Context: an optimization exercise on an open-source flow, tuned for small area. The choices shown serve that exercise and are no tape-out recipe. For this run, only the layout was checked, not whether the RTL still works. Power is estimated from default activity; no workload was simulated.

--- run.sh ---
#!/bin/bash
# synth_recipe.tcl (not shown) runs the flow's synth.tcl, then flattens the netlist and writes it again
# the make line also repeats each setting of config.mk as NAME=value (left out here)
make -C /OpenROAD-flow-scripts/flow DESIGN_CONFIG=/design/flow/config.mk WORK_HOME=/design/flow/orfs CLKGATE_MAP_FILE= SYNTH_SCRIPT=/design/flow/synth_recipe.tcl finish
--- config.mk ---
export PLATFORM = sky130hd
export DESIGN_NAME = outCPLD
export DESIGN_NICKNAME = outCPLD
export VERILOG_FILES = /design/flow/design.v
export SDC_FILE = /design/flow/constraint.sdc
export NUM_CORES = 4
export LEC_CHECK = 0
export CAP_MARGIN = 20
export CORE_MARGIN = 2
export CORE_UTILIZATION = 40
export SLEW_MARGIN = 20
--- constraint.sdc ---
create_clock -name core_clock -period 5.0 [get_ports {pclk_50M}]
set_input_delay 1.0000 -clock core_clock [delete_from_list [all_inputs] [get_ports {pclk_50M}]]
set_output_delay 1.0000 -clock core_clock [all_outputs]
set_load 0.01 [all_outputs]
--- design.v ---
module	outCPLD	(
	input	pclk_50M,
	input	[1:8]	outP,
	input	[1:28]	out,
	output	logic	[1:8]	eoutP,
	output	logic	[1:28]	eout);
logic	[0:26]	cnt1;	
logic	[0:26]	cnt2;
logic	[0:26]	cnt3;
logic	[0:26]	cnt4;
logic	[0:26]	cnt5;
logic	[0:26]	cnt6;
logic	[0:26]	cnt7;
logic	[0:26]	cnt8;
localparam	logic	[0:26] delay		=	5000000;
logic	[6:0]	g1;
logic	[6:0]	g2;
logic	[6:0]	g3;
logic	[6:0]	g4;
logic	[6:0]	g5;
logic	[6:0]	g6;
logic	[6:0]	g7;
logic	[6:0]	g8;
always_comb	begin
	g1	=	{outP[8]	&	out[22],	outP[7]	&	out[16],	outP[6]	&	out[11],	outP[5]	&	out[7],		outP[4]	&	out[4],		outP[3]	&	out[2],		outP[2]	&	out[1]};
	g2	=	{outP[8]	&	out[23],	outP[7]	&	out[17],	outP[6]	&	out[12],	outP[5]	&	out[8],		outP[4]	&	out[5],		outP[3]	&	out[3],		outP[1]	&	out[1]};
	g3	=	{outP[8]	&	out[24],	outP[7]	&	out[18],	outP[6]	&	out[13],	outP[5]	&	out[9],		outP[4]	&	out[6],		outP[2]	&	out[3],		outP[1]	&	out[2]};
	g4	=	{outP[8]	&	out[25],	outP[7]	&	out[19],	outP[6]	&	out[14],	outP[5]	&	out[10],	outP[3]	&	out[6],		outP[2]	&	out[5],		outP[1]	&	out[4]};
	g5	=	{outP[8]	&	out[26],	outP[7]	&	out[20],	outP[6]	&	out[15],	outP[4]	&	out[10],	outP[3]	&	out[9],		outP[2]	&	out[8],		outP[1]	&	out[7]};
	g6	=	{outP[8]	&	out[27],	outP[7]	&	out[21],	outP[5]	&	out[15],	outP[4]	&	out[14],	outP[3]	&	out[13],	outP[2]	&	out[12],	outP[1]	&	out[11]};
	g7	=	{outP[8]	&	out[28],	outP[6]	&	out[21],	outP[5]	&	out[20],	outP[4]	&	out[19],	outP[3]	&	out[18],	outP[2]	&	out[17],	outP[1]	&	out[16]};
	g8	=	{outP[7]	&	out[28],	outP[6]	&	out[27],	outP[5]	&	out[26],	outP[4]	&	out[25],	outP[3]	&	out[24],	outP[2]	&	out[23],	outP[1]	&	out[22]};
end
always_ff	@(posedge	pclk_50M)	begin
	begin
	if	(outP[1]	==	1'b0) eoutP[1]	<=	(outP[1]	&	1'b1);
	if	(outP[2]	==	1'b0) eoutP[2]	<=	(outP[2]	&	1'b1);
	if	(outP[3]	==	1'b0)	eoutP[3]	<=	(outP[3]	&	1'b1);
	if	(outP[4]	==	1'b0)	eoutP[4]	<=	(outP[4]	&	1'b1);
	if	(outP[5]	==	1'b0)	eoutP[5]	<=	(outP[5]	&	1'b1);
	if	(outP[6]	==	1'b0)	eoutP[6]	<=	(outP[6]	&	1'b1);
	if	(outP[7]	==	1'b0)	eoutP[7]	<=	(outP[7]	&	1'b1);
	if	(outP[8]	==	1'b0)	eoutP[8]	<=	(outP[8]	&	1'b1);
	if	(out[1]	==	1'b0)	eout[1]	<=	(out[1]	&	1'b1);
	if	(out[2]	==	1'b0)	eout[2]	<=	(out[2]	&	1'b1);
	if	(out[3]	==	1'b0)	eout[3]	<=	(out[3]	&	1'b1);
	if	(out[4]	==	1'b0)	eout[4]	<=	(out[4]	&	1'b1);
	if	(out[5]	==	1'b0)	eout[5]	<=	(out[5]	&	1'b1);
	if	(out[6]	==	1'b0)	eout[6]	<=	(out[6]	&	1'b1);
	if	(out[7]	==	1'b0)	eout[7]	<=	(out[7]	&	1'b1);
	if	(out[8]	==	1'b0)	eout[8]	<=	(out[8]	&	1'b1);
	if	(out[9]	==	1'b0)	eout[9]	<=	(out[9]	&	1'b1);
	if	(out[10]	==	1'b0)	eout[10]	<=	(out[10]	&	1'b1);
	if	(out[11]	==	1'b0)	eout[11]	<=	(out[11]	&	1'b1);
	if	(out[12]	==	1'b0)	eout[12]	<=	(out[12]	&	1'b1);
	if	(out[13]	==	1'b0)	eout[13]	<=	(out[13]	&	1'b1);
	if	(out[14]	==	1'b0)	eout[14]	<=	(out[14]	&	1'b1);
	if	(out[15]	==	1'b0)	eout[15]	<=	(out[15]	&	1'b1);
	if	(out[16]	==	1'b0)	eout[16]	<=	(out[16]	&	1'b1);
	if	(out[17]	==	1'b0)	eout[17]	<=	(out[17]	&	1'b1);
	if	(out[18]	==	1'b0)	eout[18]	<=	(out[18]	&	1'b1);
	if	(out[19]	==	1'b0)	eout[19]	<=	(out[19]	&	1'b1);
	if	(out[20]	==	1'b0)	eout[20]	<=	(out[20]	&	1'b1);
	if	(out[21]	==	1'b0)	eout[21]	<=	(out[21]	&	1'b1);
	if	(out[22]	==	1'b0)	eout[22]	<=	(out[22]	&	1'b1);
	if	(out[23]	==	1'b0)	eout[23]	<=	(out[23]	&	1'b1);
	if	(out[24]	==	1'b0)	eout[24]	<=	(out[24]	&	1'b1);
	if	(out[25]	==	1'b0)	eout[25]	<=	(out[25]	&	1'b1);
	if	(out[26]	==	1'b0)	eout[26]	<=	(out[26]	&	1'b1);
	if	(out[27]	==	1'b0)	eout[27]	<=	(out[27]	&	1'b1);
	if	(out[28]	==	1'b0)	eout[28]	<=	(out[28]	&	1'b1);
	if	(~(outP[1]	^	outP[2]))	eout[1]	<=	out[1]	&	1'b0;	
	if	(~(outP[1]	^	outP[3]))	eout[2]	<=	out[2]	&	1'b0;	
	if	(~(outP[2]	^	outP[3]))	eout[3]	<=	out[3]	&	1'b0;	
	if	(~(outP[1]	^	outP[4]))	eout[4]	<=	out[4]	&	1'b0;	
	if	(~(outP[2]	^	outP[4]))	eout[5]	<=	out[5]	&	1'b0;
	if	(~(outP[3]	^	outP[4]))	eout[6]	<=	out[6]	&	1'b0;	
	if	(~(outP[1]	^	outP[5]))	eout[7]	<=	out[7]	&	1'b0;	
	if	(~(outP[2]	^	outP[5]))	eout[8]	<=	out[8]	&	1'b0;	
	if	(~(outP[3]	^	outP[5]))	eout[9]	<=	out[9]	&	1'b0;	
	if	(~(outP[4]	^	outP[5]))	eout[10]	<=	out[10]	&	1'b0;	
	if	(~(outP[1]	^	outP[6]))	eout[11]	<=	out[11]	&	1'b0;	
	if	(~(outP[2]	^	outP[6]))	eout[12]	<=	out[12]	&	1'b0;	
	if	(~(outP[3]	^	outP[6]))	eout[13]	<=	out[13]	&	1'b0;	
	if	(~(outP[4]	^	outP[6]))	eout[14]	<=	out[14]	&	1'b0;	
	if	(~(outP[5]	^	outP[6]))	eout[15]	<=	out[15]	&	1'b0;	
	if	(~(outP[1]	^	outP[7]))	eout[16]	<=	out[16]	&	1'b0;	
	if	(~(outP[2]	^	outP[7]))	eout[17]	<=	out[17]	&	1'b0;	
	if	(~(outP[3]	^	outP[7]))	eout[18]	<=	out[18]	&	1'b0;	
	if	(~(outP[4]	^	outP[7]))	eout[19]	<=	out[19]	&	1'b0;	
	if	(~(outP[5]	^	outP[7]))	eout[20]	<=	out[20]	&	1'b0;	
	if	(~(outP[6]	^	outP[7]))	eout[21]	<=	out[21]	&	1'b0;	
	if	(~(outP[1]	^	outP[8]))	eout[22]	<=	out[22]	&	1'b0;	
	if	(~(outP[2]	^	outP[8]))	eout[23]	<=	out[23]	&	1'b0;	
	if	(~(outP[3]	^	outP[8]))	eout[24]	<=	out[24]	&	1'b0;	
	if	(~(outP[4]	^	outP[8]))	eout[25]	<=	out[25]	&	1'b0;	
	if	(~(outP[5]	^	outP[8]))	eout[26]	<=	out[26]	&	1'b0;	
	if	(~(outP[6]	^	outP[8]))	eout[27]	<=	out[27]	&	1'b0;	
	if	(~(outP[7]	^	outP[8]))	eout[28]	<=	out[28]	&	1'b0;	
	if	(outP[1]	==	1'b0)	
	if	((g1	&	7'b0000001)	==	7'b0000001)	begin
	eout[1]	<=	out[1]	&	1'b1;
	if	(outP[3]	==	1'b1)	eout[2]		<=	out[2]	&	1'b0;
	if	(outP[4]	==	1'b1)	eout[4]		<=	out[4]	&	1'b0;
	if	(outP[5]	==	1'b1)	eout[7]		<=	out[7]	&	1'b0;
	if	(outP[6]	==	1'b1)	eout[11]	<=	out[11]	&	1'b0;
	if	(outP[7]	==	1'b1)	eout[16]	<=	out[16]	&	1'b0;
	if	(outP[8]	==	1'b1)	eout[22]	<=	out[22]	&	1'b0;
	end	else
	if	((g1	&	7'b0000011)	==	7'b0000010)	begin
	if	(outP[2]	==	1'b1)	eout[1]		<=	out[1]	&	1'b0;	
	eout[2]	<=	out[2]	&	1'b1;
	if	(outP[4]	==	1'b1)	eout[4]		<=	out[4]	&	1'b0;
	if	(outP[5]	==	1'b1)	eout[7]		<=	out[7]	&	1'b0;
	if	(outP[6]	==	1'b1)	eout[11]	<=	out[11]	&	1'b0;
	if	(outP[7]	==	1'b1)	eout[16]	<=	out[16]	&	1'b0;
	if	(outP[8]	==	1'b1)	eout[22]	<=	out[22]	&	1'b0;
	end	else
	if	((g1	&	7'b0000111)	==	7'b0000100)	begin
	if	(outP[2]	==	1'b1)	eout[1]		<=	out[1]	&	1'b0;	
	if	(outP[3]	==	1'b1)	eout[2]		<=	out[2]	&	1'b0;	
	eout[4]	<=	out[4]	&	1'b1;
	if	(outP[5]	==	1'b1)	eout[7]		<=	out[7]	&	1'b0;
	if	(outP[6]	==	1'b1)	eout[11]	<=	out[11]	&	1'b0;
	if	(outP[7]	==	1'b1)	eout[16]	<=	out[16]	&	1'b0;
	if	(outP[8]	==	1'b1)	eout[22]	<=	out[22]	&	1'b0;
	end	else
	if	((g1	&	7'b0001111)	==	7'b0001000)	begin
	if	(outP[2]	==	1'b1)	eout[1]		<=	out[1]	&	1'b0;	
	if	(outP[3]	==	1'b1)	eout[2]		<=	out[2]	&	1'b0;	
	if	(outP[4]	==	1'b1)	eout[4]		<=	out[4]	&	1'b0;
	eout[7]	<=	out[7]	&	1'b1;
	if	(outP[6]	==	1'b1)	eout[11]	<=	out[11]	&	1'b0;
	if	(outP[7]	==	1'b1)	eout[16]	<=	out[16]	&	1'b0;
	if	(outP[8]	==	1'b1)	eout[22]	<=	out[22]	&	1'b0;
	end	else
	if	((g1	&	7'b0011111)	==	7'b0010000)	begin
	if	(outP[2]	==	1'b1)	eout[1]		<=	out[1]	&	1'b0;	
	if	(outP[3]	==	1'b1)	eout[2]		<=	out[2]	&	1'b0;	
	if	(outP[4]	==	1'b1)	eout[4]		<=	out[4]	&	1'b0;
	if	(outP[5]	==	1'b1)	eout[7]		<=	out[7]	&	1'b0;
	eout[11]	<=	out[11]	&	1'b1;
	if	(outP[7]	==	1'b1)	eout[16]	<=	out[16]	&	1'b0;
	if	(outP[8]	==	1'b1)	eout[22]	<=	out[22]	&	1'b0;
	end	else
	if	((g1	&	7'b0111111)	==	7'b0100000)	begin
	if	(outP[2]	==	1'b1)	eout[1]		<=	out[1]	&	1'b0;	
	if	(outP[3]	==	1'b1)	eout[2]		<=	out[2]	&	1'b0;	
	if	(outP[4]	==	1'b1)	eout[4]		<=	out[4]	&	1'b0;
	if	(outP[5]	==	1'b1)	eout[7]		<=	out[7]	&	1'b0;
	if	(outP[6]	==	1'b1)	eout[11]	<=	out[11]	&	1'b0;
	eout[16]	<=	out[16]	&	1'b1;
	if	(outP[8]	==	1'b1)	eout[22]	<=	out[22]	&	1'b0;
	end	else
	if	((g1	&	7'b1111111)	==	7'b1000000)	begin
	if	(outP[2]	==	1'b1)	eout[1]		<=	out[1]	&	1'b0;	
	if	(outP[3]	==	1'b1)	eout[2]		<=	out[2]	&	1'b0;	
	if	(outP[4]	==	1'b1)	eout[4]		<=	out[4]	&	1'b0;
	if	(outP[5]	==	1'b1)	eout[7]		<=	out[7]	&	1'b0;
	if	(outP[6]	==	1'b1)	eout[11]	<=	out[11]	&	1'b0;
	if	(outP[7]	==	1'b1)	eout[16]	<=	out[16]	&	1'b0;
	eout[22]	<=	out[22]	&	1'b1;
	end
	if	(outP[2]	==	1'b0)	
	if	((g2	&	7'b0000001)	==	7'b0000001)	begin
	eout[1]	<=	out[1]	&	1'b1;
	if	(outP[3]	==	1'b1)	eout[3]		<=	out[3]	&	1'b0;
	if	(outP[4]	==	1'b1)	eout[5]		<=	out[5]	&	1'b0;
	if	(outP[5]	==	1'b1)	eout[8]		<=	out[8]	&	1'b0;
	if	(outP[6]	==	1'b1)	eout[12]	<=	out[12]	&	1'b0;
	if	(outP[7]	==	1'b1)	eout[17]	<=	out[17]	&	1'b0;
	if	(outP[8]	==	1'b1)	eout[23]	<=	out[23]	&	1'b0;
	end	else
	if	((g2	&	7'b0000011)	==	7'b0000010)	begin
	if	(outP[1]	==	1'b1)	eout[1]		<=	out[1]	&	1'b0;
	eout[3]	<=	out[3]	&	1'b1;
	if	(outP[4]	==	1'b1)	eout[5]		<=	out[5]	&	1'b0;
	if	(outP[5]	==	1'b1)	eout[8]		<=	out[8]	&	1'b0;
	if	(outP[6]	==	1'b1)	eout[12]	<=	out[12]	&	1'b0;
	if	(outP[7]	==	1'b1)	eout[17]	<=	out[17]	&	1'b0;
	if	(outP[8]	==	1'b1)	eout[23]	<=	out[23]	&	1'b0;
	end	else
	if	((g2	&	7'b0000111)	==	7'b0000100)	begin
	if	(outP[1]	==	1'b1)	eout[1]		<=	out[1]	&	1'b0;
	if	(outP[3]	==	1'b1)	eout[3]		<=	out[3]	&	1'b0;
	eout[5]	<=	out[5]	&	1'b1;
	if	(outP[5]	==	1'b1)	eout[8]		<=	out[8]	&	1'b0;
	if	(outP[6]	==	1'b1)	eout[12]	<=	out[12]	&	1'b0;
	if	(outP[7]	==	1'b1)	eout[17]	<=	out[17]	&	1'b0;
	if	(outP[8]	==	1'b1)	eout[23]	<=	out[23]	&	1'b0;
	end	else
	if	((g2	&	7'b0001111)	==	7'b0001000)	begin
	if	(outP[1]	==	1'b1)	eout[1]		<=	out[1]	&	1'b0;
	if	(outP[3]	==	1'b1)	eout[3]		<=	out[3]	&	1'b0;
	if	(outP[4]	==	1'b1)	eout[5]		<=	out[5]	&	1'b0;
	eout[8]	<=	out[8]	&	1'b1;
	if	(outP[6]	==	1'b1)	eout[12]	<=	out[12]	&	1'b0;
	if	(outP[7]	==	1'b1)	eout[17]	<=	out[17]	&	1'b0;
	if	(outP[8]	==	1'b1)	eout[23]	<=	out[23]	&	1'b0;
	end	else
	if	((g2	&	7'b0011111)	==	7'b0010000)	begin
	if	(outP[1]	==	1'b1)	eout[1]		<=	out[1]	&	1'b0;
	if	(outP[3]	==	1'b1)	eout[3]		<=	out[3]	&	1'b0;
	if	(outP[4]	==	1'b1)	eout[5]		<=	out[5]	&	1'b0;
	if	(outP[5]	==	1'b1)	eout[8]		<=	out[8]	&	1'b0;
	eout[12]	<=	out[12]	&	1'b1;
	if	(outP[7]	==	1'b1)	eout[17]	<=	out[17]	&	1'b0;
	if	(outP[8]	==	1'b1)	eout[23]	<=	out[23]	&	1'b0;
	end	else
	if	((g2	&	7'b0111111)	==	7'b0100000)	begin
	if	(outP[1]	==	1'b1)	eout[1]		<=	out[1]	&	1'b0;
	if	(outP[3]	==	1'b1)	eout[3]		<=	out[3]	&	1'b0;
	if	(outP[4]	==	1'b1)	eout[5]		<=	out[5]	&	1'b0;
	if	(outP[5]	==	1'b1)	eout[8]		<=	out[8]	&	1'b0;
	if	(outP[6]	==	1'b1)	eout[12]	<=	out[12]	&	1'b0;
	eout[17]	<=	out[17]	&	1'b1;
	if	(outP[8]	==	1'b1)	eout[23]	<=	out[23]	&	1'b0;
	end	else
	if	((g2	&	7'b1111111)	==	7'b1000000)	begin
	if	(outP[1]	==	1'b1)	eout[1]		<=	out[1]	&	1'b0;
	if	(outP[3]	==	1'b1)	eout[3]		<=	out[3]	&	1'b0;
	if	(outP[4]	==	1'b1)	eout[5]		<=	out[5]	&	1'b0;
	if	(outP[5]	==	1'b1)	eout[8]		<=	out[8]	&	1'b0;
	if	(outP[6]	==	1'b1)	eout[12]	<=	out[12]	&	1'b0;
	if	(outP[7]	==	1'b1)	eout[17]	<=	out[17]	&	1'b0;
	eout[23]	<=	out[23]	&	1'b1;
	end
	if	(outP[3]	==	1'b0)	
	if	((g3	&	7'b0000001)	==	7'b0000001)	begin
	eout[2]	<=	out[2]	&	1'b1;
	if	(outP[2]	==	1'b1)	eout[3]		<=	out[3]	&	1'b0;
	if	(outP[4]	==	1'b1)	eout[6]		<=	out[6]	&	1'b0;
	if	(outP[5]	==	1'b1)	eout[9]		<=	out[9]	&	1'b0;
	if	(outP[6]	==	1'b1)	eout[13]	<=	out[13]	&	1'b0;
	if	(outP[7]	==	1'b1)	eout[18]	<=	out[18]	&	1'b0;
	if	(outP[8]	==	1'b1)	eout[24]	<=	out[24]	&	1'b0;
	end	else
	if	((g3	&	7'b0000011)	==	7'b0000010)	begin
	if	(outP[1]	==	1'b1)	eout[2]		<=	out[2]	&	1'b0;
	eout[3]	<=	out[3]	&	1'b1;
	if	(outP[4]	==	1'b1)	eout[6]		<=	out[6]	&	1'b0;
	if	(outP[5]	==	1'b1)	eout[9]		<=	out[9]	&	1'b0;
	if	(outP[6]	==	1'b1)	eout[13]	<=	out[13]	&	1'b0;
	if	(outP[7]	==	1'b1)	eout[18]	<=	out[18]	&	1'b0;
	if	(outP[8]	==	1'b1)	eout[24]	<=	out[24]	&	1'b0;
	end	else
	if	((g3	&	7'b0000111)	==	7'b0000100)	begin
	if	(outP[1]	==	1'b1)	eout[2]		<=	out[2]	&	1'b0;
	if	(outP[2]	==	1'b1)	eout[3]		<=	out[3]	&	1'b0;
	eout[6]	<=	out[6]	&	1'b1;
	if	(outP[5]	==	1'b1)	eout[9]		<=	out[9]	&	1'b0;
	if	(outP[6]	==	1'b1)	eout[13]	<=	out[13]	&	1'b0;
	if	(outP[7]	==	1'b1)	eout[18]	<=	out[18]	&	1'b0;
	if	(outP[8]	==	1'b1)	eout[24]	<=	out[24]	&	1'b0;
	end	else
	if	((g3	&	7'b0001111)	==	7'b0001000)	begin
	if	(outP[1]	==	1'b1)	eout[2]		<=	out[2]	&	1'b0;
	if	(outP[2]	==	1'b1)	eout[3]		<=	out[3]	&	1'b0;
	if	(outP[4]	==	1'b1)	eout[6]		<=	out[6]	&	1'b0;
	eout[9]	<=	out[9]	&	1'b1;
	if	(outP[6]	==	1'b1)	eout[13]	<=	out[13]	&	1'b0;
	if	(outP[7]	==	1'b1)	eout[18]	<=	out[18]	&	1'b0;
	if	(outP[8]	==	1'b1)	eout[24]	<=	out[24]	&	1'b0;
	end	else
	if	((g3	&	7'b0011111)	==	7'b0010000)	begin
	if	(outP[1]	==	1'b1)	eout[2]		<=	out[2]	&	1'b0;
	if	(outP[2]	==	1'b1)	eout[3]		<=	out[3]	&	1'b0;
	if	(outP[4]	==	1'b1)	eout[6]		<=	out[6]	&	1'b0;
	if	(outP[5]	==	1'b1)	eout[9]		<=	out[9]	&	1'b0;
	eout[13]	<=	out[13]	&	1'b1;
	if	(outP[7]	==	1'b1)	eout[18]	<=	out[18]	&	1'b0;
	if	(outP[8]	==	1'b1)	eout[24]	<=	out[24]	&	1'b0;
	end	else
	if	((g3	&	7'b0111111)	==	7'b0100000)	begin
	if	(outP[1]	==	1'b1)	eout[2]		<=	out[2]	&	1'b0;
	if	(outP[2]	==	1'b1)	eout[3]		<=	out[3]	&	1'b0;
	if	(outP[4]	==	1'b1)	eout[6]		<=	out[6]	&	1'b0;
	if	(outP[5]	==	1'b1)	eout[9]		<=	out[9]	&	1'b0;
	if	(outP[6]	==	1'b1)	eout[13]	<=	out[13]	&	1'b0;
	eout[18]	<=	out[18]	&	1'b1;
	if	(outP[8]	==	1'b1)	eout[24]	<=	out[24]	&	1'b0;
	end	else
	if	((g3	&	7'b1111111)	==	7'b1000000)	begin
	if	(outP[1]	==	1'b1)	eout[2]		<=	out[2]	&	1'b0;
	if	(outP[2]	==	1'b1)	eout[3]		<=	out[3]	&	1'b0;
	if	(outP[4]	==	1'b1)	eout[6]		<=	out[6]	&	1'b0;
	if	(outP[5]	==	1'b1)	eout[9]		<=	out[9]	&	1'b0;
	if	(outP[6]	==	1'b1)	eout[13]	<=	out[13]	&	1'b0;
	if	(outP[7]	==	1'b1)	eout[18]	<=	out[18]	&	1'b0;
	eout[24]	<=	out[24]	&	1'b1;
	end
	if	(outP[4]	==	1'b0)	
	if	((g4	&	7'b0000001)	==	7'b0000001)	begin
	eout[4]	<=	out[4]	&	1'b1;
	if	(outP[2]	==	1'b1)	eout[5]		<=	out[5]	&	1'b0;
	if	(outP[3]	==	1'b1)	eout[6]		<=	out[6]	&	1'b0;
	if	(outP[5]	==	1'b1)	eout[10]	<=	out[10]	&	1'b0;
	if	(outP[6]	==	1'b1)	eout[14]	<=	out[14]	&	1'b0;
	if	(outP[7]	==	1'b1)	eout[19]	<=	out[19]	&	1'b0;
	if	(outP[8]	==	1'b1)	eout[25]	<=	out[25]	&	1'b0;
	end	else
	if	((g4	&	7'b0000011)	==	7'b0000010)	begin
	if	(outP[1]	==	1'b1)	eout[4]		<=	out[4]	&	1'b0;
	eout[5]	<=	out[5]	&	1'b1;
	if	(outP[3]	==	1'b1)	eout[6]		<=	out[6]	&	1'b0;
	if	(outP[5]	==	1'b1)	eout[10]	<=	out[10]	&	1'b0;
	if	(outP[6]	==	1'b1)	eout[14]	<=	out[14]	&	1'b0;
	if	(outP[7]	==	1'b1)	eout[19]	<=	out[19]	&	1'b0;
	if	(outP[8]	==	1'b1)	eout[25]	<=	out[25]	&	1'b0;
	end	else
	if	((g4	&	7'b0000111)	==	7'b0000100)	begin
	if	(outP[1]	==	1'b1)	eout[4]		<=	out[4]	&	1'b0;
	if	(outP[2]	==	1'b1)	eout[5]		<=	out[5]	&	1'b0;
	eout[6]	<=	out[6]	&	1'b1;
	if	(outP[5]	==	1'b1)	eout[10]	<=	out[10]	&	1'b0;
	if	(outP[6]	==	1'b1)	eout[14]	<=	out[14]	&	1'b0;
	if	(outP[7]	==	1'b1)	eout[19]	<=	out[19]	&	1'b0;
	if	(outP[8]	==	1'b1)	eout[25]	<=	out[25]	&	1'b0;
	end	else
	if	((g4	&	7'b0001111)	==	7'b0001000)	begin
	if	(outP[1]	==	1'b1)	eout[4]		<=	out[4]	&	1'b0;
	if	(outP[2]	==	1'b1)	eout[5]		<=	out[5]	&	1'b0;
	if	(outP[3]	==	1'b1)	eout[6]		<=	out[6]	&	1'b0;
	eout[10]	<=	out[10]	&	1'b1;
	if	(outP[6]	==	1'b1)	eout[14]	<=	out[14]	&	1'b0;
	if	(outP[7]	==	1'b1)	eout[19]	<=	out[19]	&	1'b0;
	if	(outP[8]	==	1'b1)	eout[25]	<=	out[25]	&	1'b0;
	end	else
	if	((g4	&	7'b0011111)	==	7'b0010000)	begin
	if	(outP[1]	==	1'b1)	eout[4]		<=	out[4]	&	1'b0;
	if	(outP[2]	==	1'b1)	eout[5]		<=	out[5]	&	1'b0;
	if	(outP[3]	==	1'b1)	eout[6]		<=	out[6]	&	1'b0;
	if	(outP[5]	==	1'b1)	eout[10]	<=	out[10]	&	1'b0;
	eout[14]	<=	out[14]	&	1'b1;
	if	(outP[7]	==	1'b1)	eout[19]	<=	out[19]	&	1'b0;
	if	(outP[8]	==	1'b1)	eout[25]	<=	out[25]	&	1'b0;
	end	else
	if	((g4	&	7'b0111111)	==	7'b0100000)	begin
	if	(outP[1]	==	1'b1)	eout[4]		<=	out[4]	&	1'b0;
	if	(outP[2]	==	1'b1)	eout[5]		<=	out[5]	&	1'b0;
	if	(outP[3]	==	1'b1)	eout[6]		<=	out[6]	&	1'b0;
	if	(outP[5]	==	1'b1)	eout[10]	<=	out[10]	&	1'b0;
	if	(outP[6]	==	1'b1)	eout[14]	<=	out[14]	&	1'b0;
	eout[19]	<=	out[19]	&	1'b1;
	if	(outP[8]	==	1'b1)	eout[25]	<=	out[25]	&	1'b0;
	end	else
	if	((g4	&	7'b1111111)	==	7'b1000000)	begin
	if	(outP[1]	==	1'b1)	eout[4]		<=	out[4]	&	1'b0;
	if	(outP[2]	==	1'b1)	eout[5]		<=	out[5]	&	1'b0;
	if	(outP[3]	==	1'b1)	eout[6]		<=	out[6]	&	1'b0;
	if	(outP[5]	==	1'b1)	eout[10]	<=	out[10]	&	1'b0;
	if	(outP[6]	==	1'b1)	eout[14]	<=	out[14]	&	1'b0;
	if	(outP[7]	==	1'b1)	eout[19]	<=	out[19]	&	1'b0;
	eout[25]	<=	out[25]	&	1'b1;
	end
	if	(outP[5]	==	1'b0)	
	if	((g5	&	7'b0000001)	==	7'b0000001)	begin
	eout[7]	<=	out[7]	&	1'b1;
	if	(outP[2]	==	1'b1)	eout[8]		<=	out[8]	&	1'b0;
	if	(outP[3]	==	1'b1)	eout[9]		<=	out[9]	&	1'b0;
	if	(outP[4]	==	1'b1)	eout[10]	<=	out[10]	&	1'b0;
	if	(outP[6]	==	1'b1)	eout[15]	<=	out[15]	&	1'b0;
	if	(outP[7]	==	1'b1)	eout[20]	<=	out[20]	&	1'b0;
	if	(outP[8]	==	1'b1)	eout[26]	<=	out[26]	&	1'b0;
	end	else
	if	((g5	&	7'b0000011)	==	7'b0000010)	begin
	if	(outP[1]	==	1'b1)	eout[7]		<=	out[7]	&	1'b0;
	eout[8]	<=	out[8]	&	1'b1;
	if	(outP[3]	==	1'b1)	eout[9]		<=	out[9]	&	1'b0;
	if	(outP[4]	==	1'b1)	eout[10]	<=	out[10]	&	1'b0;
	if	(outP[6]	==	1'b1)	eout[15]	<=	out[15]	&	1'b0;
	if	(outP[7]	==	1'b1)	eout[20]	<=	out[20]	&	1'b0;
	if	(outP[8]	==	1'b1)	eout[26]	<=	out[26]	&	1'b0;
	end	else
	if	((g5	&	7'b0000111)	==	7'b0000100)	begin
	if	(outP[1]	==	1'b1)	eout[7]		<=	out[7]	&	1'b0;
	if	(outP[2]	==	1'b1)	eout[8]		<=	out[8]	&	1'b0;
	eout[9]	<=	out[9]	&	1'b1;
	if	(outP[4]	==	1'b1)	eout[10]	<=	out[10]	&	1'b0;
	if	(outP[6]	==	1'b1)	eout[15]	<=	out[15]	&	1'b0;
	if	(outP[7]	==	1'b1)	eout[20]	<=	out[20]	&	1'b0;
	if	(outP[8]	==	1'b1)	eout[26]	<=	out[26]	&	1'b0;
	end	else
	if	((g5	&	7'b0001111)	==	7'b0001000)	begin
	if	(outP[1]	==	1'b1)	eout[7]		<=	out[7]	&	1'b0;
	if	(outP[2]	==	1'b1)	eout[8]		<=	out[8]	&	1'b0;
	if	(outP[3]	==	1'b1)	eout[9]		<=	out[9]	&	1'b0;
	eout[10]	<=	out[10]	&	1'b1;
	if	(outP[6]	==	1'b1)	eout[15]	<=	out[15]	&	1'b0;
	if	(outP[7]	==	1'b1)	eout[20]	<=	out[20]	&	1'b0;
	if	(outP[8]	==	1'b1)	eout[26]	<=	out[26]	&	1'b0;
	end	else
	if	((g5	&	7'b0011111)	==	7'b0010000)	begin
	if	(outP[1]	==	1'b1)	eout[7]		<=	out[7]	&	1'b0;
	if	(outP[2]	==	1'b1)	eout[8]		<=	out[8]	&	1'b0;
	if	(outP[3]	==	1'b1)	eout[9]		<=	out[9]	&	1'b0;
	if	(outP[4]	==	1'b1)	eout[10]	<=	out[10]	&	1'b0;
	eout[15]	<=	out[15]	&	1'b1;
	if	(outP[7]	==	1'b1)	eout[20]	<=	out[20]	&	1'b0;
	if	(outP[8]	==	1'b1)	eout[26]	<=	out[26]	&	1'b0;
	end	else
	if	((g5	&	7'b0111111)	==	7'b0100000)	begin
	if	(outP[1]	==	1'b1)	eout[7]		<=	out[7]	&	1'b0;
	if	(outP[2]	==	1'b1)	eout[8]		<=	out[8]	&	1'b0;
	if	(outP[3]	==	1'b1)	eout[9]		<=	out[9]	&	1'b0;
	if	(outP[4]	==	1'b1)	eout[10]	<=	out[10]	&	1'b0;
	if	(outP[6]	==	1'b1)	eout[15]	<=	out[15]	&	1'b0;
	eout[20]	<=	out[20]	&	1'b1;
	if	(outP[8]	==	1'b1)	eout[26]	<=	out[26]	&	1'b0;
	end	else
	if	((g5	&	7'b1111111)	==	7'b1000000)	begin
	if	(outP[1]	==	1'b1)	eout[7]		<=	out[7]	&	1'b0;
	if	(outP[2]	==	1'b1)	eout[8]		<=	out[8]	&	1'b0;
	if	(outP[3]	==	1'b1)	eout[9]		<=	out[9]	&	1'b0;
	if	(outP[4]	==	1'b1)	eout[10]	<=	out[10]	&	1'b0;
	if	(outP[6]	==	1'b1)	eout[15]	<=	out[15]	&	1'b0;
	if	(outP[7]	==	1'b1)	eout[20]	<=	out[20]	&	1'b0;
	eout[26]	<=	out[26]	&	1'b1;
	end
	if	(outP[6]	==	1'b0)	
	if	((g6	&	7'b0000001)	==	7'b0000001)	begin
	eout[11]	<=	out[11]	&	1'b1;
	if	(outP[2]	==	1'b1)	eout[12]	<=	out[12]	&	1'b0;
	if	(outP[3]	==	1'b1)	eout[13]	<=	out[13]	&	1'b0;
	if	(outP[4]	==	1'b1)	eout[14]	<=	out[14]	&	1'b0;
	if	(outP[5]	==	1'b1)	eout[15]	<=	out[15]	&	1'b0;
	if	(outP[7]	==	1'b1)	eout[21]	<=	out[21]	&	1'b0;
	if	(outP[8]	==	1'b1)	eout[27]	<=	out[27]	&	1'b0;
	end	else
	if	((g6	&	7'b0000011)	==	7'b0000010)	begin
	if	(outP[1]	==	1'b1)	eout[11]	<=	out[11]	&	1'b0;
	eout[12]	<=	out[12]	&	1'b1;
	if	(outP[3]	==	1'b1)	eout[13]	<=	out[13]	&	1'b0;
	if	(outP[4]	==	1'b1)	eout[14]	<=	out[14]	&	1'b0;
	if	(outP[5]	==	1'b1)	eout[15]	<=	out[15]	&	1'b0;
	if	(outP[7]	==	1'b1)	eout[21]	<=	out[21]	&	1'b0;
	if	(outP[8]	==	1'b1)	eout[27]	<=	out[27]	&	1'b0;
	end	else
	if	((g6	&	7'b0000111)	==	7'b0000100)	begin
	if	(outP[1]	==	1'b1)	eout[11]	<=	out[11]	&	1'b0;
	if	(outP[2]	==	1'b1)	eout[12]	<=	out[12]	&	1'b0;
	eout[13]	<=	out[13]	&	1'b1;
	if	(outP[4]	==	1'b1)	eout[14]	<=	out[14]	&	1'b0;
	if	(outP[5]	==	1'b1)	eout[15]	<=	out[15]	&	1'b0;
	if	(outP[7]	==	1'b1)	eout[21]	<=	out[21]	&	1'b0;
	if	(outP[8]	==	1'b1)	eout[27]	<=	out[27]	&	1'b0;
	end	else
	if	((g6	&	7'b0001111)	==	7'b0001000)	begin
	if	(outP[1]	==	1'b1)	eout[11]	<=	out[11]	&	1'b0;
	if	(outP[2]	==	1'b1)	eout[12]	<=	out[12]	&	1'b0;
	if	(outP[3]	==	1'b1)	eout[13]	<=	out[13]	&	1'b0;
	eout[14]	<=	out[14]	&	1'b1;
	if	(outP[5]	==	1'b1)	eout[15]	<=	out[15]	&	1'b0;
	if	(outP[7]	==	1'b1)	eout[21]	<=	out[21]	&	1'b0;
	if	(outP[8]	==	1'b1)	eout[27]	<=	out[27]	&	1'b0;
	end	else
	if	((g6	&	7'b0011111)	==	7'b0010000)	begin
	if	(outP[1]	==	1'b1)	eout[11]	<=	out[11]	&	1'b0;
	if	(outP[2]	==	1'b1)	eout[12]	<=	out[12]	&	1'b0;
	if	(outP[3]	==	1'b1)	eout[13]	<=	out[13]	&	1'b0;
	if	(outP[4]	==	1'b1)	eout[14]	<=	out[14]	&	1'b0;
	eout[15]	<=	out[15]	&	1'b1;
	if	(outP[7]	==	1'b1)	eout[21]	<=	out[21]	&	1'b0;
	if	(outP[8]	==	1'b1)	eout[27]	<=	out[27]	&	1'b0;
	end	else
	if	((g6	&	7'b0111111)	==	7'b0100000)	begin
	if	(outP[1]	==	1'b1)	eout[11]	<=	out[11]	&	1'b0;
	if	(outP[2]	==	1'b1)	eout[12]	<=	out[12]	&	1'b0;
	if	(outP[3]	==	1'b1)	eout[13]	<=	out[13]	&	1'b0;
	if	(outP[4]	==	1'b1)	eout[14]	<=	out[14]	&	1'b0;
	if	(outP[5]	==	1'b1)	eout[15]	<=	out[15]	&	1'b0;
	eout[21]	<=	out[21]	&	1'b1;
	if	(outP[8]	==	1'b1)	eout[27]	<=	out[27]	&	1'b0;
	end	else
	if	((g6	&	7'b1111111)	==	7'b1000000)	begin
	if	(outP[1]	==	1'b1)	eout[11]	<=	out[11]	&	1'b0;
	if	(outP[2]	==	1'b1)	eout[12]	<=	out[12]	&	1'b0;
	if	(outP[3]	==	1'b1)	eout[13]	<=	out[13]	&	1'b0;
	if	(outP[4]	==	1'b1)	eout[14]	<=	out[14]	&	1'b0;
	if	(outP[5]	==	1'b1)	eout[15]	<=	out[15]	&	1'b0;
	if	(outP[7]	==	1'b1)	eout[21]	<=	out[21]	&	1'b0;
	eout[27]	<=	out[27]	&	1'b1;
	end
	if	(outP[7]	==	1'b0)	
	if	((g7	&	7'b0000001)	==	7'b0000001)	begin
	eout[16]	<=	out[16]	&	1'b1;
	if	(outP[2]	==	1'b1)	eout[17]	<=	out[17]	&	1'b0;
	if	(outP[3]	==	1'b1)	eout[18]	<=	out[18]	&	1'b0;
	if	(outP[4]	==	1'b1)	eout[19]	<=	out[19]	&	1'b0;
	if	(outP[5]	==	1'b1)	eout[20]	<=	out[20]	&	1'b0;
	if	(outP[6]	==	1'b1)	eout[21]	<=	out[21]	&	1'b0;
	if	(outP[8]	==	1'b1)	eout[28]	<=	out[28]	&	1'b0;
	end	else
	if	((g7	&	7'b0000011)	==	7'b0000010)	begin
	if	(outP[1]	==	1'b1)	eout[16]	<=	out[16]	&	1'b0;
	eout[17]	<=	out[17]	&	1'b1;
	if	(outP[3]	==	1'b1)	eout[18]	<=	out[18]	&	1'b0;
	if	(outP[4]	==	1'b1)	eout[19]	<=	out[19]	&	1'b0;
	if	(outP[5]	==	1'b1)	eout[20]	<=	out[20]	&	1'b0;
	if	(outP[6]	==	1'b1)	eout[21]	<=	out[21]	&	1'b0;
	if	(outP[8]	==	1'b1)	eout[28]	<=	out[28]	&	1'b0;
	end	else
	if	((g7	&	7'b0000111)	==	7'b0000100)	begin
	if	(outP[1]	==	1'b1)	eout[16]	<=	out[16]	&	1'b0;
	if	(outP[2]	==	1'b1)	eout[17]	<=	out[17]	&	1'b0;
	eout[18]	<=	out[18]	&	1'b1;
	if	(outP[4]	==	1'b1)	eout[19]	<=	out[19]	&	1'b0;
	if	(outP[5]	==	1'b1)	eout[20]	<=	out[20]	&	1'b0;
	if	(outP[6]	==	1'b1)	eout[21]	<=	out[21]	&	1'b0;
	if	(outP[8]	==	1'b1)	eout[28]	<=	out[28]	&	1'b0;
	end	else
	if	((g7	&	7'b0001111)	==	7'b0001000)	begin
	if	(outP[1]	==	1'b1)	eout[16]	<=	out[16]	&	1'b0;
	if	(outP[2]	==	1'b1)	eout[17]	<=	out[17]	&	1'b0;
	if	(outP[3]	==	1'b1)	eout[18]	<=	out[18]	&	1'b0;
	eout[19]	<=	out[19]	&	1'b1;
	if	(outP[5]	==	1'b1)	eout[20]	<=	out[20]	&	1'b0;
	if	(outP[6]	==	1'b1)	eout[21]	<=	out[21]	&	1'b0;
	if	(outP[8]	==	1'b1)	eout[28]	<=	out[28]	&	1'b0;
	end	else
	if	((g7	&	7'b0011111)	==	7'b0010000)	begin
	if	(outP[1]	==	1'b1)	eout[16]	<=	out[16]	&	1'b0;
	if	(outP[2]	==	1'b1)	eout[17]	<=	out[17]	&	1'b0;
	if	(outP[3]	==	1'b1)	eout[18]	<=	out[18]	&	1'b0;
	if	(outP[4]	==	1'b1)	eout[19]	<=	out[19]	&	1'b0;
	eout[20]	<=	out[20]	&	1'b1;
	if	(outP[6]	==	1'b1)	eout[21]	<=	out[21]	&	1'b0;
	if	(outP[8]	==	1'b1)	eout[28]	<=	out[28]	&	1'b0;
	end	else
	if	((g7	&	7'b0111111)	==	7'b0100000)	begin
	if	(outP[1]	==	1'b1)	eout[16]	<=	out[16]	&	1'b0;
	if	(outP[2]	==	1'b1)	eout[17]	<=	out[17]	&	1'b0;
	if	(outP[3]	==	1'b1)	eout[18]	<=	out[18]	&	1'b0;
	if	(outP[4]	==	1'b1)	eout[19]	<=	out[19]	&	1'b0;
	if	(outP[5]	==	1'b1)	eout[20]	<=	out[20]	&	1'b0;
	eout[21]	<=	out[21]	&	1'b1;
	if	(outP[8]	==	1'b1)	eout[28]	<=	out[28]	&	1'b0;
	end	else
	if	((g7	&	7'b1111111)	==	7'b1000000)	begin
	if	(outP[1]	==	1'b1)	eout[16]	<=	out[16]	&	1'b0;
	if	(outP[2]	==	1'b1)	eout[17]	<=	out[17]	&	1'b0;
	if	(outP[3]	==	1'b1)	eout[18]	<=	out[18]	&	1'b0;
	if	(outP[4]	==	1'b1)	eout[19]	<=	out[19]	&	1'b0;
	if	(outP[5]	==	1'b1)	eout[20]	<=	out[20]	&	1'b0;
	if	(outP[6]	==	1'b1)	eout[21]	<=	out[21]	&	1'b0;
	eout[28]	<=	out[28]	&	1'b1;
	end
	if	(outP[8]	==	1'b0)	
	if	((g8	&	7'b0000001)	==	7'b0000001)	begin
	eout[22]	<=	out[22]	&	1'b1;
	if	(outP[2]	==	1'b1)	eout[23]	<=	out[23]	&	1'b0;
	if	(outP[3]	==	1'b1)	eout[24]	<=	out[24]	&	1'b0;
	if	(outP[4]	==	1'b1)	eout[25]	<=	out[25]	&	1'b0;
	if	(outP[5]	==	1'b1)	eout[26]	<=	out[26]	&	1'b0;
	if	(outP[6]	==	1'b1)	eout[27]	<=	out[27]	&	1'b0;
	if	(outP[7]	==	1'b1)	eout[28]	<=	out[28]	&	1'b0;
	end	else
	if	((g8	&	7'b0000011)	==	7'b0000010)	begin
	if	(outP[1]	==	1'b1)	eout[22]	<=	out[22]	&	1'b0;
	eout[23]	<=	out[23]	&	1'b1;
	if	(outP[3]	==	1'b1)	eout[24]	<=	out[24]	&	1'b0;
	if	(outP[4]	==	1'b1)	eout[25]	<=	out[25]	&	1'b0;
	if	(outP[5]	==	1'b1)	eout[26]	<=	out[26]	&	1'b0;
	if	(outP[6]	==	1'b1)	eout[27]	<=	out[27]	&	1'b0;
	if	(outP[7]	==	1'b1)	eout[28]	<=	out[28]	&	1'b0;
	end	else
	if	((g8	&	7'b0000111)	==	7'b0000100)	begin
	if	(outP[1]	==	1'b1)	eout[22]	<=	out[22]	&	1'b0;
	if	(outP[2]	==	1'b1)	eout[23]	<=	out[23]	&	1'b0;
	eout[24]	<=	out[24]	&	1'b1;
	if	(outP[4]	==	1'b1)	eout[25]	<=	out[25]	&	1'b0;
	if	(outP[5]	==	1'b1)	eout[26]	<=	out[26]	&	1'b0;
	if	(outP[6]	==	1'b1)	eout[27]	<=	out[27]	&	1'b0;
	if	(outP[7]	==	1'b1)	eout[28]	<=	out[28]	&	1'b0;
	end	else
	if	((g8	&	7'b0001111)	==	7'b0001000)	begin
	if	(outP[1]	==	1'b1)	eout[22]	<=	out[22]	&	1'b0;
	if	(outP[2]	==	1'b1)	eout[23]	<=	out[23]	&	1'b0;
	if	(outP[3]	==	1'b1)	eout[24]	<=	out[24]	&	1'b0;
	eout[25]	<=	out[25]	&	1'b1;
	if	(outP[5]	==	1'b1)	eout[26]	<=	out[26]	&	1'b0;
	if	(outP[6]	==	1'b1)	eout[27]	<=	out[27]	&	1'b0;
	if	(outP[7]	==	1'b1)	eout[28]	<=	out[28]	&	1'b0;
	end	else
	if	((g8	&	7'b0011111)	==	7'b0010000)	begin
	if	(outP[1]	==	1'b1)	eout[22]	<=	out[22]	&	1'b0;
	if	(outP[2]	==	1'b1)	eout[23]	<=	out[23]	&	1'b0;
	if	(outP[3]	==	1'b1)	eout[24]	<=	out[24]	&	1'b0;
	if	(outP[4]	==	1'b1)	eout[25]	<=	out[25]	&	1'b0;
	eout[26]	<=	out[26]	&	1'b1;
	if	(outP[6]	==	1'b1)	eout[27]	<=	out[27]	&	1'b0;
	if	(outP[7]	==	1'b1)	eout[28]	<=	out[28]	&	1'b0;
	end	else
	if	((g8	&	7'b0111111)	==	7'b0100000)	begin
	if	(outP[1]	==	1'b1)	eout[22]	<=	out[22]	&	1'b0;
	if	(outP[2]	==	1'b1)	eout[23]	<=	out[23]	&	1'b0;
	if	(outP[3]	==	1'b1)	eout[24]	<=	out[24]	&	1'b0;
	if	(outP[4]	==	1'b1)	eout[25]	<=	out[25]	&	1'b0;
	if	(outP[5]	==	1'b1)	eout[26]	<=	out[26]	&	1'b0;
	eout[27]	<=	out[27]	&	1'b1;
	if	(outP[7]	==	1'b1)	eout[28]	<=	out[28]	&	1'b0;
	end	else
	if	((g8	&	7'b1111111)	==	7'b1000000)	begin
	if	(outP[1]	==	1'b1)	eout[22]	<=	out[22]	&	1'b0;
	if	(outP[2]	==	1'b1)	eout[23]	<=	out[23]	&	1'b0;
	if	(outP[3]	==	1'b1)	eout[24]	<=	out[24]	&	1'b0;
	if	(outP[4]	==	1'b1)	eout[25]	<=	out[25]	&	1'b0;
	if	(outP[5]	==	1'b1)	eout[26]	<=	out[26]	&	1'b0;
	if	(outP[6]	==	1'b1)	eout[27]	<=	out[27]	&	1'b0;
	eout[28]	<=	out[28]	&	1'b1;
	end
	end
	begin
	if(cnt1<delay) cnt1	<=	cnt1	+	1'b1;
	else if(outP[1]	==	1'b1)	eoutP[1]	<=	(outP[1]	&	1'b1);
	if(cnt2<delay) cnt2	<=	cnt2	+	1'b1;
	else if(outP[2]	==	1'b1)	eoutP[2]	<=	(outP[2]	&	1'b1);
	if(cnt3<delay) cnt3	<=	cnt3	+	1'b1;
	else if(outP[3]	==	1'b1)	eoutP[3]	<=	(outP[3]	&	1'b1);
	if(cnt4<delay) cnt4	<=	cnt4	+	1'b1;
	else if(outP[4]	==	1'b1)	eoutP[4]	<=	(outP[4]	&	1'b1);
	if(cnt5<delay) cnt5	<=	cnt5	+	1'b1;
	else if(outP[5]	==	1'b1)	eoutP[5]	<=	(outP[5]	&	1'b1);
	if(cnt6<delay) cnt6	<=	cnt6	+	1'b1;
	else if(outP[6]	==	1'b1)	eoutP[6]	<=	(outP[6]	&	1'b1);
	if(cnt7<delay) cnt7	<=	cnt7	+	1'b1;
	else if(outP[7]	==	1'b1)	eoutP[7]	<=	(outP[7]	&	1'b1);
	if(cnt8<delay) cnt8	<=	cnt8	+	1'b1;
	else if(outP[8]	==	1'b1)	eoutP[8]	<=	(outP[8]	&	1'b1);
	end
	begin
	if(outP[1]	==	1'b0)  cnt1	<= 0;
	if(outP[2]	==	1'b0)  cnt2	<= 0;
	if(outP[3]	==	1'b0)  cnt3	<= 0;
	if(outP[4]	==	1'b0)  cnt4	<= 0;
	if(outP[5]	==	1'b0)  cnt5	<= 0;
	if(outP[6]	==	1'b0)  cnt6	<= 0;
	if(outP[7]	==	1'b0)  cnt7	<= 0;
	if(outP[8]	==	1'b0)  cnt8	<= 0;
	end
end
endmodule
==> notes.md <==
==> logic make-up (layout without fill, tap and decap cells) <==
group,count (synthesis),after routing
AO/OA/AOI/OAI,343,343
XOR/XNOR,18,18
adder cells (fa/ha/maj),8,8
buffers and inverters,107,161
flip-flops,252,252
multiplexers,34,34
other,0,1
AND/OR/NAND/NOR,654,654
==> area by class of cell <==
cell class / instances / area [um2] / area share [%]
Tap cell: 390 / 488 / 3.51
Antenna cell: 1 / 2.50 / 0.0180
Inverter: 28 / 105 / 0.756
Multi-Input combinational cell: 1057 / 6460 / 46.5
Sequential cell: 252 / 5040 / 36.3
Clock buffer: 36 / 782 / 5.63
Clock inverter: 14 / 223 / 1.60
Timing Repair Buffer: 83 / 798 / 5.74
==> path summary, 6_finish.rpt <==
path	startpoint	to	slack, ns	cells after the start
setup / recovery	outP[1]	eout[20]	2.32	7
hold / removal	cnt2[1]	cnt2[1]	0.46	1
setup reg to reg	cnt7[11]	cnt7[11]	2.48	5
hold reg to reg	cnt2[1]	cnt2[1]	0.46	1
==> state kept, by name, summed over array words and instances, names as in the netlist <==
register,cells
cnt7,27
cnt3,27
cnt5,27
cnt4,27
cnt6,27
cnt2,27
eout,28
cnt8,27
eoutP,8
cnt1,27
==> power groups by stage <==
stage	logic [mW]	registers, mW	clock network [mW]
floorplan	0.119	2.10	0
global placement	0.218	2.11	0
detailed placement	0.221	2.11	0
CTS	0.222	2.06	2.29
global route	0.246	2.06	2.39
finish	0.222	2.06	2.24
==> placed cells by master, fill, tap and decap left out, types with 33 or more instances in the layout <==
master / instances
a21oi_1: 125
dfxtp_1: 252
nor4_1: 42
and2_1: 44
or4_1: 54
or3_1: 64
nand4_1: 56
nor2_1: 55
nand2_1: 150
o21ai_0: 75
mux2i_1: 33
nand3_1: 75
clkdlybuf4s50_1: 71
o31ai_1: 51
==> metal layers <==
metal  share of wire (%)  vias up  wire, um  GRT usage (%)
met4                 2.5        0       733           5.06
li1                    -     5402         -              -
met5                   0        -         0              0
met3                 4.2       44      1240           2.88
met1                  48     5060     14100           26.0
met2                  46      197     13500           30.2
==> worst max-delay path: cells and delay by family <==
family / cells / cell delay (ns)
AND/OR/NAND/NOR: 2 / 0.28
AO/OA/AOI/OAI: 3 / 0.86
buffers and inverters: 2 / 1.00
==> stage by stage <==
step                      setup slack, ns  power [mW]  hold WS (ns)  util, %
after floorplan                      2.62        2.22         0.430        -
after global placement               1.79        2.32         0.442     43.7
after detailed placement             1.75        2.33         0.446     43.7
after CTS                            2.32        4.58         0.463     47.1
after global routing                 2.15        4.70         0.476     47.2
final                                2.32        4.52         0.460     47.2
==> qor.yml <==
p_leak_nw: 4.58
final_nets: 1495
synth_edf_count: 0
gp_congestion: 0.857
core_um2: 29500
maxSlewHeadroom_pct: 34.5
drtIter0Drc: 658
cts.sinks: 252
critPathLaunchType: "input port"
drv_slew: 0
synth_area_um2: 11900
antenna_found_initial: 1
max_cap_violations: 0
tightest_slew_ns: 0.978
ys_seq_elements: 252
critPathMostFrequentCell: "a221oi_1"
setup_violations: 0
post_drt_wl_per_cell_um: 15.9
yosysTopAreaCellShare_pct: 42.3
synth_warnings: 1
synth.most_common_cell: "dfxtp_1"
critical_path_peak_fanout: 22
ctsResizeCount: 0
postRouteAntennaNets: 0
cp_data_arrival_time_ns: 3.15
initial_core_util_pct: 40.5
grt_max_degree: 44
drcViolationCount: 0
p_per_area_nw_per_um2: 325
drive_above_1_share_pct: 4.97
post_cts.repair.setup_buffers: 0
tritoncts: "yes"
setup_tns_ns: 0
nFillCells: 2887
synth_compound_area_share_pct: 18.3
yosys-top-cells-area: "dfxtp_1 (42%), a21oi_1 (5.2%), nand2_1 (4.7%), or3_1 (3.4%), or4_1 (3.4%)"
fin_cells: 1861
swShare_pct: 21.9
rsz0062_at_grt: "false"
slowest_delay_ns: 0.66
syn_nets: 1461
vias_per_cell: 5.75
hp-class: "flip-flop to flip-flop"
p_seq_share_pct: 45.6
areaGrowthSynthToFinish_pct: 16.6
yosys.area.top_type: "dfxtp_1"
skew_ns: 0.00746
hold_buffers: 0
period_needed_ns: 2.68
die_height_um: 177
die_x_um: 177
synthAdderAreaFrac_pct: 0.839
timing_hold_violations_final: 0
clkPwrFrac_pct: 49.5
ctsRootBufferMaster: "clkbuf_16"
grt_pass1_wl_mm: 48.8
syn_avg_cell_area_um2: 8.42
ys_types: 66
crit_type: "input port to flip-flop"
gr-total-overflow: 0
status: "no timing/DRC/antenna violations"
dr.pass1.iters: 6
postLayoutCellArea_um2: 13900
cp_cell_sequence: "clkdlybuf4s50_1, buf_4, a221oi_1, nand2_1, a221oi_1, a21oi_1, nor2b_1"
p_int_mw: 3.53
htree_num_levels: 1
period_share_pct: 53.7
vdd_drop_max_mv: 0.254
slowest_stage: "clkdlybuf4s50_1"
cts_made_buffers: 28
drt-total-wl_mm: 29.6
pin_count: 73
grt_use_total_pct: 18.7
grt_pass1_vias: 9708
row_count: 63
synth-simple-area-share_pct: 30.8
synthMuxAreaShare_pct: 2.86
critPathRequiredTime_ns: 5.47
synth.yosys.seq_area_share_pct: 42.3
synthXorXnorAreaFrac_pct: 1.32
dp_cells: 1809
hpwl_mm: 20.0
async_reset_ff_share_pct: 0
synth_top_family_by_area: "simple AND/OR/NAND/NOR gates"
numPortBuffers: 72
end_kind: "flip-flop"
via_count: 10703
synth_flop_cell: "dfxtp_1"
netlist_instances: 1416
combPwrFrac_pct: 4.9
die_area_um2: 31200
clock_latency_ns: 0.53
max_freq_ghz: 0.373
synth_common_cells: "dfxtp_1 (252), nand2_1 (150), a21oi_1 (125), nand3_1 (75), o21ai_0 (75)"
placedInstanceArea_um2: 12900
switchingPower_mw: 0.988
clock_path_buffers: 3
clkTransAtPathRegs_ns: 0.06

separate check: timing with driven ports:
In the flow no input, the clock included, has a driving cell. The finished layout below was timed again as built, in two steps.
Step 1 sets driving cells, clkbuf_16 on the clock port and buf_2 on the other inputs (assumed; they add their load-dependent delay and slew).
Step 2 times the ports against the registers' clock, not the clock port: input delays grow and output delays shrink by t, the midpoint of the rising clock arrivals with the driver on.
a / b / c = ideal ports / drivers / drivers and shift; a / b = the first two.
t, ns: 0.583
slack for setup (ns): 2.317 / 2.324 / 1.742
slew at the worst register clock pin (ns): 0.06 / 0.06
worst slew at a driven data input, ns: 0.08
pins driven straight from the clock port: 1
After both steps this run still meets setup and hold. The setup slack of this run moves by +0.007 ns with the drivers and by -0.575 ns with both steps.
